What follows belongs to an exercise in optimizing a design on an open flow for a short achievable clock period and few clock cycles; a production flow would make more cautious choices. In this exercise RTL edits were held to simulation tests only and were not proved equivalent to the original. No activity file was given, so power comes from the tool's default toggle rates.

==> trial 67: inputs <==
==> flow/design.v <==
module Adder(input [31:0] a, input [31:0] b, input cin, output [31:0] s, output cout);
  wire [31:0] g [0:5];
  wire [31:0] p [0:5];
  wire [31:0] p0 = a ^ b;
  assign g[0] = {a[31:1] & b[31:1], (a[0] & b[0]) | (p0[0] & cin)};
  assign p[0] = p0;
  genvar k, i;
  generate
    for (k = 1; k <= 5; k = k + 1) begin : lvl
      for (i = 0; i < 32; i = i + 1) begin : bt
        if (i >= (1 << (k - 1))) begin : op
          assign g[k][i] = g[k-1][i] | (p[k-1][i] & g[k-1][i - (1 << (k - 1))]);
          assign p[k][i] = p[k-1][i] & p[k-1][i - (1 << (k - 1))];
        end else begin : pass
          assign g[k][i] = g[k-1][i];
          assign p[k][i] = p[k-1][i];
        end
      end
    end
  endgenerate
  assign s = p0 ^ {g[5][30:0], cin};
  assign cout = g[5][31];
endmodule
module MIPS(input clk,input rst,
  output [31:0] imem_addr,input [31:0] imem_rdata,
  output [31:0] dmem_addr,output [31:0] dmem_wdata,output dmem_we,input [31:0] dmem_rdata);
  reg  [31:0] pcF;
  reg  [31:0] pcO;
  assign imem_addr = pcO;
  reg         bv0, bv1, bptr;
  reg  [31:0] bt0, bt1, bg0, bg1;
  wire        h0 = bv0 && (bt0 == pcF);
  wire        h1 = bv1 && (bt1 == pcF);
  wire        bhit = h0 | h1;
  wire [31:0] btgt = h0 ? bg0 : bg1;
  wire [31:0] pc4F = pcF + 32'd4;
  reg         vD, predD;
  reg  [31:0] irD, pcD;
  wire [5:0] op = irD[31:26];
  wire [4:0] rs = irD[25:21];
  wire [4:0] rt = irD[20:16];
  wire [4:0] rd = irD[15:11];
  wire isR   = (op == 6'b000000);
  wire isI   = (op[5:3] == 3'b001);
  wire isLd  = (op == 6'b010000);
  wire isSt  = (op[5:3] == 3'b010) && (op[2:0] != 3'b000);
  wire isJ   = (op == 6'b011000);
  wire isJr  = (op == 6'b011001);
  wire isPj  = (op == 6'b011010);
  wire isBeq = (op == 6'b011011);
  wire isBne = (op == 6'b011100);
  wire isBr  = isBeq | isBne;
  wire jmp   = isJ | isPj;
  wire [4:0] srcA = isPj ? 5'd29 : rs;
  wire useA = isR | isI | isLd | isSt | isJr | isBr | isPj;
  wire useB = isR | isSt | isBr | isPj;
  wire [4:0] dst = isR ? rd : (isPj ? 5'd29 : rt);
  wire wen = (isR | isI | isLd | isPj) && (dst != 5'd0);
  wire [2:0] fsel = isR ? irD[2:0] : (isI ? op[2:0] : 3'b000);
  wire [31:0] imm = {{16{irD[15]}}, irD[15:0]};
  wire [31:0] off = {{6{irD[25]}}, irD[25:0]};
  wire [31:0] rf [0:31];
  assign rf[0] = 32'd0;
  wire [31:0] rzf;
  assign rzf[0] = 1'b1;
  wire [31:0] rfA = rf[rs];
  wire [31:0] rfB = rf[rt];
  wire [31:0] pc4D = pcD + 32'd4;
  wire [31:0] tgtD;
  wire        cTgt;
  Adder tgtA(pc4D, {(jmp ? off[29:0] : imm[29:0]), 2'b00}, 1'b0, tgtD, cTgt);
  wire backBr = isBr && irD[15];
  reg         wenE, ldE, stE, brE, beqE, jrE, predE, bhE;
  reg         addIE;     
  reg         addIM, zSumM;    
  reg  [4:0]  dstE;
  reg  [4:0]  fE;
  reg  [31:0] aE, bE, sE, pcE, pc4E, tgtE;
  reg         fAM, fAW, fBM, fBW, fSM, fSW;
  reg         stallE;    
  reg         insV; reg [31:0] insT, insG;    
  reg         wenM, ldM, weM;
  reg  [4:0]  dstM;
  reg  [31:0] aluO, wdM, resW;
  reg  [31:0] aluMn;
  wire [31:0] aluM = ~aluMn;
  wire ldDep = vD && ldE && ((useA && srcA == dstE) || (useB && rt == dstE));
  wire [31:0] a  = fAM ? aluM : (fAW ? resW : aE);
  wire [31:0] b  = fBM ? aluM : (fBW ? resW : bE);
  wire [31:0] sd = fSM ? aluM : (fSW ? resW : sE);
  wire [31:0] sum, diff;
  wire        cSum, cDiff;
  Adder addE(a, b, 1'b0, sum, cSum);
  Adder subE(a, ~b, 1'b1, diff, cDiff);
  wire [31:0] alu = ({32{fE[0]}} & sum) | ({32{fE[1]}} & diff) | ({32{fE[2]}} & (a & b)) |
                    ({32{fE[3]}} & (a | b)) | {31'd0, fE[4] & !cDiff};
  wire eqEE = (aE == sE),   eqEM = (aE == aluM),   eqEW = (aE == resW);
  wire eqME = (aluM == sE), eqMW = (aluM == resW), eqWE = (resW == sE);
  wire eqA_E = fSM ? eqEM : (fSW ? eqEW : eqEE);
  wire eqA_M = fSM ? 1'b1 : (fSW ? eqMW : eqME);
  wire eqA_W = fSM ? eqMW : (fSW ? 1'b1 : eqWE);
  wire eq = fAM ? eqA_M : (fAW ? eqA_W : eqA_E);
  wire takenE = brE && (beqE ? eq : !eq);
  wire mispE = brE && (takenE != predE);
  wire redirE = !stallE && (mispE | jrE);
  wire [31:0] jrTE, jrTM, jrTW;
  wire        cJrE, cJrM, cJrW;
  Adder jrAE(pc4E, {aE[29:0], 2'b00}, 1'b0, jrTE, cJrE);
  Adder jrAM(pc4E, {aluM[29:0], 2'b00}, 1'b0, jrTM, cJrM);
  Adder jrAW(pc4E, {resW[29:0], 2'b00}, 1'b0, jrTW, cJrW);
  wire [31:0] jrT = fAM ? jrTM : (fAW ? jrTW : jrTE);
  wire btbIns = !stallE && brE && takenE && !bhE;
  wire [31:0] wb = ldM ? dmem_rdata : aluM;
  wire [4:0]  rz   = (rs == 5'd0) ? rt : rs;
  wire        zCmp = isBr && (rs == 5'd0 || rt == 5'd0);
  wire        hitE = wenE && dstE == rz;
  wire        hitM = wenM && dstM == rz;
  wire        sumZE = &((aE ^ bE) ~^ {aE[30:0] | bE[30:0], 1'b0});
  wire        sumZM = &((aluM ^ bE) ~^ {aluM[30:0] | bE[30:0], 1'b0});
  wire        sumZW = &((resW ^ bE) ~^ {resW[30:0] | bE[30:0], 1'b0});
  wire        sumZ = fAM ? sumZM : (fAW ? sumZW : sumZE);
  wire        zRF  = rzf[rz];
  wire        zVal = (rz == 5'd0) | (hitE ? sumZ : (hitM ? zSumM : zRF));
  wire        resD = zCmp && (rz == 5'd0 || (hitE ? addIE : (hitM ? addIM : 1'b1)));
  wire        takenD = isBeq ? zVal : !zVal;
  wire        wantT = jmp | (isBr && (resD ? takenD : (predD | backBr)));
  wire redirD = vD && (wantT != predD);
  wire [31:0] seqPC = bhit ? btgt : pc4F;
  wire [31:0] xT = (vD && !predD) ? tgtD : seqPC;    
  wire [31:0] xN = (vD && predD) ? pc4D : seqPC;     
  wire        brR = brE && !stallE;
  wire        jrR = jrE && !stallE;
  wire [31:0] tTT = predE ? xT : tgtE;
  wire [31:0] tTN = predE ? xN : tgtE;
  wire [31:0] tNT = predE ? pc4E : xT;
  wire [31:0] tNN = predE ? pc4E : xN;
  wire [31:0] oT  = jrR ? jrT : (stallE ? pcF : xT);
  wire [31:0] oN  = jrR ? jrT : (stallE ? pcF : xN);
  wire [31:0] nextPC = brR ? (takenE ? (wantT ? tTT : tTN) : (wantT ? tNT : tNN))
                           : (wantT ? oT : oN);
  always @(posedge clk)
    pcO <= rst ? 32'd0 : nextPC;
  always @(posedge clk or posedge rst) begin
    if (rst) begin
      pcF <= 32'd0;
      vD <= 1'b0;
      wenE <= 1'b0; ldE <= 1'b0; stE <= 1'b0; brE <= 1'b0; jrE <= 1'b0; stallE <= 1'b0;
      wenM <= 1'b0; ldM <= 1'b0; weM <= 1'b0; addIM <= 1'b0;
      bv0 <= 1'b0; bv1 <= 1'b0; bptr <= 1'b0; insV <= 1'b0;
    end else begin
      pcF <= nextPC;
      if (redirE)
        vD <= 1'b0;
      else if (!stallE)
        vD <= !redirD;
      if (stallE) begin
        stallE <= 1'b0;
      end else if (redirE || !vD) begin
        wenE <= 1'b0; ldE <= 1'b0; stE <= 1'b0; brE <= 1'b0; jrE <= 1'b0;
      end else begin
        wenE <= wen; ldE <= isLd && wen; stE <= isSt | isPj; brE <= isBr; jrE <= isJr;
        stallE <= ldDep;
      end
      wenM <= wenE && !stallE; ldM <= ldE && !stallE; weM <= stE && !stallE;
      addIM <= addIE && !stallE;
      insV <= btbIns;
      if (insV) begin
        if (bptr) bv1 <= 1'b1; else bv0 <= 1'b1;
        bptr <= ~bptr;
      end
    end
  end
  always @(posedge clk) begin
    if (!stallE) begin
      irD   <= imem_rdata;
      pcD   <= pcF;
      predD <= bhit;
    end
    if (stallE) begin
      aE  <= a;  fAM <= 1'b0; fAW <= fAM;
      bE  <= b;  fBM <= 1'b0; fBW <= fBM;
      sE  <= sd; fSM <= 1'b0; fSW <= fSM;
    end else begin
      beqE  <= isBeq;
      addIE <= (isI && op[2:0] == 3'b000) || isPj;
      predE <= wantT;
      bhE   <= predD;
      dstE  <= dst;
      fE    <= {fsel[2], fsel == 3'b011, fsel == 3'b010, fsel == 3'b001, fsel == 3'b000};
      aE    <= isPj ? rf[29] : rfA;
      bE    <= isR ? rfB : (isPj ? 32'd4 : imm);
      sE    <= rfB;
      pcE   <= pcD;
      pc4E  <= pc4D;
      tgtE  <= tgtD;
      fAM   <= wenE && dstE == srcA;
      fAW   <= !(wenE && dstE == srcA) && wenM && dstM == srcA;
      fBM   <= isR && wenE && dstE == rt;
      fBW   <= isR && !(wenE && dstE == rt) && wenM && dstM == rt;
      fSM   <= wenE && dstE == rt;
      fSW   <= !(wenE && dstE == rt) && wenM && dstM == rt;
    end
    dstM <= dstE;
    zSumM <= sumZ;
    aluO  <= alu;
    aluMn <= ~alu;
    wdM  <= sd;
    resW <= wb;
    insT <= pcE;
    insG <= tgtE;
    if (insV) begin
      if (bptr) begin bt1 <= insT; bg1 <= insG; end
      else      begin bt0 <= insT; bg0 <= insG; end
    end
  end
  genvar g;
  generate
    for (g = 1; g < 32; g = g + 1) begin : regs
      reg [31:0] q;
      reg        z;
      if (g == 29) begin : sp
        always @(posedge clk or posedge rst)
          if (rst) begin
            q <= 32'h000186A0;
            z <= 1'b0;
          end else if (wenM && dstM == g) begin
            q <= wb;
            z <= ~|wb;
          end
      end else begin : gp
        always @(posedge clk)
          if (wenM && dstM == g) begin
            q <= wb;
            z <= ~|wb;
          end
      end
      assign rf[g] = q;
      assign rzf[g] = z;
    end
  endgenerate
  assign dmem_addr  = aluO;
  assign dmem_wdata = wdM;
  assign dmem_we    = weM;
endmodule
==> flow/flow/run.sh <==
#!/bin/bash
set -euo pipefail
work=$(pwd)
args=(SYNTH_SCRIPT="$work/flow/synth_fast.tcl" ADDER_MAP_FILE= SETUP_SLACK_MARGIN=8.5 MATCH_CELL_FOOTPRINT=0)
bash standard.sh "${args[@]}" place > make_place.log 2>&1
res="$work/orfs/results/$FLOW_PLATFORM/MIPS/base"
cp "$res/3_place.odb" "$res/3_place_unmoved.odb"
ODB_IN="$res/3_place_unmoved.odb" ODB_OUT="$res/3_place.odb" openroad -no_init -exit "$work/flow/move_out_ffs.tcl" > move_out_ffs.log 2>&1
touch "$res/3_place.odb" "$res/3_place.sdc"
bash standard.sh "${args[@]}" finish > make_finish.log 2>&1
==> flow/flow/move_out_ffs.tcl <==
# Move each flip-flop that drives an output port's buffer next to that buffer,
# then legalize. Reads ODB_IN, writes ODB_OUT.
read_db $::env(ODB_IN)
set block [ord::get_db_block]
set moved 0
foreach bterm [$block getBTerms] {
  if {[$bterm getIoType] != "OUTPUT"} { continue }
  set net [$bterm getNet]
  set buf ""
  foreach it [$net getITerms] { if {[$it isOutputSignal]} { set buf [$it getInst] } }
  if {$buf == ""} { continue }
  set ff ""
  foreach it [$buf getITerms] {
    if {[$it isInputSignal]} {
      set n2 [$it getNet]
      if {$n2 == "NULL" || $n2 == ""} { continue }
      foreach it2 [$n2 getITerms] { if {[$it2 isOutputSignal]} { set ff [$it2 getInst] } }
    }
  }
  if {$ff == ""} { continue }
  set m [[$ff getMaster] getName]
  if {![string match "*df*" $m]} { continue }
  set loc [$buf getLocation]
  $ff setLocation [lindex $loc 0] [lindex $loc 1]
  incr moved
}
puts "moved $moved flip-flops"
detailed_placement
check_placement
write_db $::env(ODB_OUT)
==> flow/flow/synth_fast.tcl <==
proc synth {args} { yosys synth -nofsm -noshare {*}$args }
# Map with a delay-driven ABC script in place of ORFS's abc_speed script.
proc abc {args} {
  set i [lsearch $args -script]
  set args [lreplace $args $i [expr {$i + 1}] -script "+strash;balance;rewrite;refactor;balance;rewrite,-z;refactor,-z;balance;dch,-f;map,-D,400;buffer,-c;topo;upsize,-c;dnsize,-c"]
  yosys abc {*}$args
}
source $::env(SCRIPTS_DIR)/synth.tcl
# left out here: clear keep_hierarchy, flatten, clean up, hide names made inside functions, write 1_2_yosys.v
==> flow/standard.sh <==
#!/bin/bash
# synth_recipe.tcl (not shown) runs the flow's synth.tcl, then flattens the netlist and writes it again
# the make line also repeats each setting of config.mk as NAME=value (left out here)
make -C /OpenROAD-flow-scripts/flow DESIGN_CONFIG=/design/flow/config.mk WORK_HOME=/design/flow/orfs CLKGATE_MAP_FILE= SYNTH_SCRIPT=/design/flow/synth_recipe.tcl "${@:-finish}"
==> flow/config.mk <==
export PLATFORM = sky130hd
export DESIGN_NAME = MIPS
export DESIGN_NICKNAME = MIPS
export VERILOG_FILES = /design/flow/design.v
export SDC_FILE = /design/flow/constraint.sdc
export NUM_CORES = 4
export LEC_CHECK = 0
export CAP_MARGIN = 20
export CORE_MARGIN = 2
export CORE_UTILIZATION = 40
export PLACE_DENSITY = 0.6
export SETUP_SLACK_MARGIN = 5
export SLEW_MARGIN = 20
==> flow/constraint.sdc <==
create_clock -name core_clock -period 11.5 [get_ports {clk}]
set_input_delay 2.3000 -clock core_clock [delete_from_list [all_inputs] [get_ports {clk}]]
set_output_delay 2.3000 -clock core_clock [all_outputs]
set_load 0.01 [all_outputs]
==> inputs of build 29, as changes to trial 67 <==
==> flow/flow/run.sh (replaced) <==
#!/bin/bash
set -euo pipefail
work=$(pwd)
bash standard.sh SYNTH_SCRIPT="$work/flow/synth_fast.tcl" ADDER_MAP_FILE= SETUP_SLACK_MARGIN=9 MATCH_CELL_FOOTPRINT=0 finish > make_finish.log 2>&1
removed: flow/flow/move_out_ffs.tcl
==> inputs of trial 15, as changes to trial 67 <==
==> flow/flow/run.sh (replaced) <==
#!/bin/bash
set -euo pipefail
work=$(pwd)
bash standard.sh SYNTH_SCRIPT="$work/flow/synth_fast.tcl" ADDER_MAP_FILE= SETUP_SLACK_MARGIN=8.5 MATCH_CELL_FOOTPRINT=0 finish > make_finish.log 2>&1
removed: flow/flow/move_out_ffs.tcl
==> comparison <==
Build 29 finished with capacitance limit, slew limit left. Trial 67 passed the timing, DRC and antenna checks. Trial 15 completed without violations.
Fmax, highest first: trial 15, trial 67, build 29.
Register-to-register slack: trial 67 is worse than build 29 (0.08 ns).
Clock power, highest first: trial 67, build 29, trial 15.
Final cell count is about the same in trial 15 and trial 67.
Testbench counts of trial 67, summed over its fixed seeds: cycles 78,946.
Testbench counts of build 29, summed over its fixed seeds: cycles 78,946.
Testbench counts of trial 15, summed over its fixed seeds: cycles 78,946.

separate check: timing with driven ports:
The flow's constraints put no driver on any port. The routed layouts listed below were extracted and timed again, unchanged, in two steps. Step 1 assumes that a clkbuf_16 drives the clock port and a buf_2 every other input. Step 2 moves the port delays by t, midway between the first and last clock arrival at a register: inputs arrive t later, outputs are due t later. That takes back most of the time a late clock gives input paths. Slacks: ideal / step 1 / step 2; pairs: ideal / step 1.
run | t (ns) | slack for setup (ns) | worst slew at a driven data input, ns | pins driven straight from the clock port
trial 67 | 1.024 | 7.745 / 7.688 / 7.023 | 0.11 | 1
build 29 | 0.972 | 7.716 / 7.611 / 7.353 | 0.11 | 1
trial 15 | 0.961 | 7.747 / 7.642 / 7.268 | 0.12 | 1
The setup slack of trial 67, which loses most, moves by -0.057 ns with the drivers and by -0.722 ns with both steps.
